Context: an optimization exercise on an open-source flow, tuned for small area. The choices shown serve that exercise and are no tape-out recipe.
At most, simulation tests tie the RTL to the original design; equivalence was not proved.
Power is estimated from default activity; no workload was simulated.

## north
Design xc3s_uart, start of the top module:
module xc3s_uart(
    input  wire CLK_50M,  
    input  wire ARST,  
    input wire UART_RX,  
    output wire UART_TX,  
    input wire UART_RX_A,  
    output wire UART_TX_A,  
    input wire [2:0] BTN,
    input wire [7:0] SWT,
    output wire [7:0] LED,
    output wire [3:0] SSG_AN_n,  
    output wire [6:0] SSG_n,  
    output wire SSG_DP_n  
    );
Size in the first run: ~870 cells after synthesis, about 37 I/O pins.
export LEC_CHECK = 0
export CAP_MARGIN = 20
export CORE_MARGIN = 2
export CORE_UTILIZATION = 40
export SLEW_MARGIN = 20
create_clock -name core_clock -period 20.0 [get_ports {CLK_50M}]
standard.sh (not shown) runs the stock make flow with config.mk's settings and CLKGATE_MAP_FILE= SYNTH_SCRIPT=/design/flow/synth_recipe.tcl, a recipe that flattens the netlist after the stock synthesis.
==> flow/flow/run.sh <==
#!/bin/bash
# The standard layout (standard.sh), with three changes to how it is made:
# - synthesis maps the logic with an area-oriented ABC script (flow/abc.script:
#   &deepsyn, then delay-relaxed &nf), in place of ORFS's abc_speed.script;
# - port buffers are buf_1 cells;
# - the clock tree uses clkbuf_8 cells in clusters of up to 16 sinks, without
#   dummy loads.
set -euo pipefail
rm -rf scripts_abc
cp -r "$FLOW_HOME/scripts" scripts_abc
cp flow/abc.script scripts_abc/abc_speed.script
export BUFFER_PORTS_ARGS="-buffer_cell sky130_fd_sc_hd__buf_1"
export CTS_ARGS="-sink_clustering_enable -repair_clock_nets -dont_use_dummy_load -buf_list sky130_fd_sc_hd__clkbuf_8 -sink_clustering_size 16 -sink_clustering_max_diameter 100"
SCRIPTS_DIR="$PWD/scripts_abc" bash standard.sh synth > synth.log 2>&1
bash standard.sh > layout.log 2>&1
==> flow/flow/abc.script <==
&get -n
&st
&deepsyn -T 30
&dch -f
&nf -R 1000 -p -F 8 -A 4
&put
topo
stime -c
dnsize -c
north finished every step from synthesis to the final layout, and the layout passed the timing, DRC and antenna checks.
Changes in south relative to north:
--- a/flow/design.v
+++ b/flow/design.v
@@ -405,38 +405,38 @@
 assign SSG_DP_n = ssg_dp[ssg_an_sel];
 assign SSG_n = ssg_dp[ssg_an_sel] ? ssg_seg : 7'h7F;
 assign LED[0] = uart2_rx_d[0] | rst;
 assign LED[3:1] = uart2_rx_d[3:1];
 assign LED[4] = uart2_rx_d[4] | BTN[0];
 assign LED[5] = uart2_rx_d[5] | BTN[1];
 assign LED[6] = uart2_rx_d[6] | BTN[2];
 assign LED[7] = uart2_rx_d[7] | ARST;
 reg [2:0] u_rx_count;  
-reg u_rxd_cmd_0;  
+reg [3:0] u_rxd_cmd;  
 reg [15:0] u_rxd_param;
 reg [15:0] u_txd;  
 reg [2:0] u_tx_count;  
 reg u_rx_end;
 reg u_tx_enable;
 wire u_hex = io_rx_d[4];
 wire [3:0] u_nib = io_rx_d[3:0];
 wire [3:0] u_tx_nib = u_txd[15:12];
 assign io_tx_d = !u_tx_enable ? CR :
     {4'h0, u_tx_nib} + (( u_tx_nib < 4'hA ) ? "0" : ( "A" - 8'h0A ));
 wire u_tx_send = u_tx_enable && io_tx_dr && !io_tx_dv;
 always @(posedge clk) begin
     u_rx_end <= 0;
     if ( io_rx_dv ) begin
         ssg_dp <= {u_hex, ssg_dp[3:1]};
         if ( u_hex ) begin
             ssg_on <= {1'b0, ssg_on[3:1]};
             if ( 3'd0 == u_rx_count ) begin
-                u_rxd_cmd_0 <= ( 4'h0 == u_nib );
+                u_rxd_cmd <= u_nib;
             end
             if ( 3'd2 == u_rx_count ) begin
                 u_rxd_param[15:12] <= u_nib;
             end
             if ( 3'd3 == u_rx_count ) begin
                 u_rxd_param[11:8] <= u_nib;
             end
             if ( 3'd4 == u_rx_count ) begin
                 u_rxd_param[7:4] <= u_nib;
@@ -449,37 +449,37 @@
             end
         end
         u_rx_end <= ~rx_fifo_nz;
         ssg_digit[0] <= ssg_digit[1];
         ssg_digit[1] <= ssg_digit[2];
         ssg_digit[2] <= ssg_digit[3];
         ssg_digit[3] <= u_nib;
     end
     if ( u_rx_end ) begin
-        if ( u_rxd_cmd_0 ) begin
+        if ( 4'h0 == u_rxd_cmd ) begin
             if ( 3'd1 == u_rx_count ) begin
                 if ( !u_tx_send ) begin
                     u_txd <= {SWT, uart1_rx_d};
                 end
                 u_tx_enable <= 1;
             end
             if ( 3'd5 == u_rx_count ) begin
                 ssg_on <= 4'b1111;  
                 if ( !u_tx_send ) begin
                     u_txd <= u_rxd_param;
                 end
                 u_tx_enable <= 1;
             end
         end
         u_rx_count <= 0;
         u_tx_count <= 0;
     end
-    if ( io_tx_dv && !( u_rx_end && u_rxd_cmd_0 &&
+    if ( io_tx_dv && !( u_rx_end && ( 4'h0 == u_rxd_cmd ) &&
             (( 3'd1 == u_rx_count ) || ( 3'd5 == u_rx_count )))) begin
         u_txd <= {u_txd[11:0], 4'h0};
     end
     io_tx_dv <= 0;
     if ( u_tx_send ) begin
         io_tx_dv <= 1;
         if ( 3'd4 == u_tx_count ) begin
             u_tx_enable <= 0;
         end else begin
### Flow results
Cmp south vs north: met3 global-route usage higher in south. Max sequential share of layout area across south and north: south. Across both runs, area of all placed cells without fillers was higher for south than for north. Compared to north, south has effective utilization at floorplan 0.21 points higher. Taking north as the reference point, the share of synthesized area occupied by flip-flops and latches of south rises by 0.46 points. Diff north..south | critical path depth | unchanged. | setup slack | south vs north | ≈ equal |. Sequential power, south and north, higher one = south. Overall fraction of global-route tracks in use: north vs south — no meaningful difference.
No functional check of the RTL was part of south.

---

Another version of the RTL of xc3s_uart (not shown whole).
Size in the first run: roughly 230 flip-flops, roughly 37 I/O pins, roughly 8800 µm² of cells after synthesis.
// xc3s_uart
module xc3s_uart(
    input  wire CLK_50M,  
    input  wire ARST,  
    input wire UART_RX,  
    output wire UART_TX,  
    input wire UART_RX_A,  
    output wire UART_TX_A,  
    input wire [2:0] BTN,
    input wire [7:0] SWT,
    output wire [7:0] LED,
    output wire [3:0] SSG_AN_n,  
    output wire [6:0] SSG_n,  
    output wire SSG_DP_n  
    );
clock: 20.0 ns
lec_check: 0
cap_margin: 20
core_margin: 2
core_utilization: 40
place_density: 0.85
slew_margin: 20
==> flow/flow/run.sh <==
#!/bin/bash
# The standard layout (standard.sh), with three changes to how it is made:
# - synthesis leaves adders to ABC (no half/full adder cell extraction) and
#   maps the logic with an area-oriented ABC script (flow/abc.script: &deepsyn,
#   then delay-relaxed &nf), in place of ORFS's abc_speed.script;
# - port buffers are buf_1 cells;
# - the clock tree uses clkbuf_4 cells in clusters of up to 10 sinks, without
#   dummy loads.
set -euo pipefail
rm -rf scripts_abc
cp -r "$FLOW_HOME/scripts" scripts_abc
cp flow/abc.script scripts_abc/abc_speed.script
export BUFFER_PORTS_ARGS="-buffer_cell sky130_fd_sc_hd__buf_1"
export CTS_ARGS="-sink_clustering_enable -repair_clock_nets -dont_use_dummy_load -buf_list sky130_fd_sc_hd__clkbuf_4 -sink_clustering_size 10 -sink_clustering_max_diameter 60"
ADDER_MAP_FILE= SCRIPTS_DIR="$PWD/scripts_abc" bash standard.sh synth > synth.log 2>&1
bash standard.sh > layout.log 2>&1
Scripts as last shown in full above: flow/flow/abc.script
==> next run, changes <==
--- a/flow/design.v
+++ b/flow/design.v
@@ -104,43 +104,44 @@
     if ( rst ) begin
         bit_count <= 4'b1111;
     end
 end
 endmodule  
 `resetall
 `timescale 1ns / 1ps
 `default_nettype none
 module uart_io (
     input  wire clk,
     input  wire rst,  
-    output reg  [4:0] io_rx_d,  
+    output wire [4:0] io_rx_d,  
     output reg  io_rx_dv,
     output wire rx_fifo_nz,
     input  wire [7:0] io_tx_d,
     input  wire io_tx_dv,
     output wire io_tx_dr,
     input  wire [7:0] rx_d,
     input  wire rx_dv,
     output reg  [7:0] tx_d,  
     output reg  tx_ld,  
     input  wire tx_dr,  
     input  wire tx_dr_next  
     );
 localparam [7:0] BS = 8'h08;
 localparam [7:0] CR = 8'h0D;
 localparam [7:0] LF = 8'h0A;
 localparam [7:0] XON = 8'h11;
 localparam [7:0] XOFF = 8'h13;
 localparam [7:0] SPACE = 8'h20;
 reg [4:0] fifo [0:7];
 reg [3:0] rx_count;  
+assign io_rx_d = fifo[0];
 reg rx_enable;
 reg [2:0] tx_count;  
 reg tx_bs;
 reg tx_space;
 reg tx_xon;
 reg tx_next;  
 wire tx_prompt = ~( tx_count[2] & tx_count[1] );
 assign rx_fifo_nz = |rx_count;
 assign io_tx_dr = tx_dr & tx_xon & ~( tx_prompt | tx_space | tx_bs );
 wire rx_0_9 = ( 4'h3 == rx_d[7:4] ) && ( rx_d[3:0] <= 4'h9 );
 wire rx_a_f = ( 3'b010 == {rx_d[7:6], rx_d[4]} ) && ( rx_d[3:0] != 4'h0 ) && ( rx_d[3:0] <= 4'h6 );
@@ -151,22 +152,27 @@
     3'd0 : prompt_d = LF;
     3'd1 : prompt_d = "X";
     3'd2 : prompt_d = "C";
     3'd3 : prompt_d = "3";
     3'd4 : prompt_d = "S";
     default : prompt_d = ">";
     endcase
 end
 integer i;
 always @(posedge clk) begin
     io_rx_dv <= 0;
+    if ( io_rx_dv ) begin
+        for ( i = 0; i < 7; i = i + 1 ) begin
+            fifo[i] <= fifo[i+1];
+        end
+    end
     if ( rx_dv ) begin
         if ( |rx_d[7:5] ) begin  
             if ( !rx_count[3] ) begin
                 fifo[rx_count[2:0]] <= rx_hex;
                 rx_count <= rx_count + 4'd1;
             end
         end
         if ( BS == rx_d ) begin
             if ( rx_fifo_nz ) begin
                 rx_count <= rx_count - 4'd1;
                 tx_space <= 1;
@@ -176,27 +182,23 @@
             rx_enable <= 1;
             tx_count <= 0;
         end
         if ( XON == rx_d ) begin
             tx_xon <= 1;
         end
         if ( XOFF == rx_d ) begin
             tx_xon <= 0;
         end
     end else if ( rx_fifo_nz ) begin
         if ( rx_enable ) begin
-            io_rx_d <= fifo[0];
             io_rx_dv <= 1;
-            for ( i = 0; i < 7; i = i + 1 ) begin
-                fifo[i] <= fifo[i+1];
-            end
             rx_count <= rx_count - 4'd1;
         end
     end else begin
         rx_enable <= 0;  
     end
     if ( tx_dr ) begin
         if ( tx_prompt ) begin
             if ( tx_count[2] & tx_count[0] ) begin  
                 tx_count <= 3'd7;
             end else begin
                 tx_count <= tx_count + 3'd1;
@@ -270,28 +272,26 @@
     input wire UART_RX_A,  
     output wire UART_TX_A,  
     input wire [2:0] BTN,
     input wire [7:0] SWT,
     output wire [7:0] LED,
     output wire [3:0] SSG_AN_n,  
     output wire [6:0] SSG_n,  
     output wire SSG_DP_n  
     );
 localparam [7:0] CR = 8'h0D;
 wire clk = CLK_50M;
-reg [2:0] rst_delay;  
-wire rst = ~rst_delay[2];
+reg [3:0] rst_delay;
+wire rst = ~&rst_delay;
 always @(posedge clk) begin
-    if ( !rst_delay[2] ) begin
-        rst_delay <= rst_delay + 3'd1;
-    end
+    rst_delay <= {rst_delay[2:0], 1'b1};
     if ( ARST ) begin
         rst_delay <= 0;
     end
 end
 wire [7:0] uart1_rx_d;
 wire uart1_rx_dv;
 wire [7:0] uart1_tx_d;
 wire uart1_tx_ld;
 wire uart1_tx_dr;
 wire uart1_tx_dr_next;
 uart_rx #(.RESET_DATA(0)) uart1_rx(
@@ -481,15 +481,16 @@
         end
     end
     if ( rst ) begin
         ssg_on <= 4'b1111;
         ssg_dp <= 4'b1111;
         ssg_digit[0] <= 0;
         ssg_digit[1] <= 0;
         ssg_digit[2] <= 0;
         ssg_digit[3] <= 0;
         u_rx_count <= 0;
         u_rxd_param[3:0] <= 0;
+        u_txd <= 0;
         u_tx_count <= 3'd7;
     end
 end
 endmodule  
Routed wire length rose by 0.99%.
Clock power is about the same.
Global-route usage rose by 0.55 points.
Setup slack is worse by 0.037 ns.
Clock skew goes up by 0.071 ns.
First-iteration DRC count went down by 11%.
Critical path depth does not change.
Power drops by 5.1%.

[port drivers added, routing unchanged]
No port has a modelled driver above. Below, the same layouts with a new extraction and two added sets of constraints.
Step 1 assumes that a clkbuf_16 drives the clock port and a buf_2 every other input.
Step 2 moves the port delays by t, midway between the first and last clock arrival at a register: inputs arrive t later, outputs are due t later. That takes back most of the time a late clock gives input paths.
a / b / c = no drivers / after step 1 / after step 2; a / b = the first two.
run | shift t [ns] | setup WS [ns] | hold WS [ns] | worst setup path after step 2 | slew at the worst register clock pin (ns)
north | 0.540 | 11.568 / 11.546 / 11.546 | 0.426 / 0.426 / 0.426 | input to output | 0.10 / 0.10
south | 0.547 | 11.567 / 11.547 / 11.547 | 0.426 / 0.426 / 0.426 | input to output | 0.10 / 0.10
the first run of note 2 | 0.661 | 11.570 / 11.550 / 11.550 | 0.429 / 0.429 / 0.429 | input to output | 0.11 / 0.11
the second run of note 2 | 0.633 | 11.533 / 11.513 / 11.513 | 0.397 / 0.397 / 0.397 | input to output | 0.12 / 0.12
After both steps setup and hold are still met in every run listed. For north, which loses most, drivers alone change the setup slack by -0.022 ns; drivers and shift together by -0.022 ns.
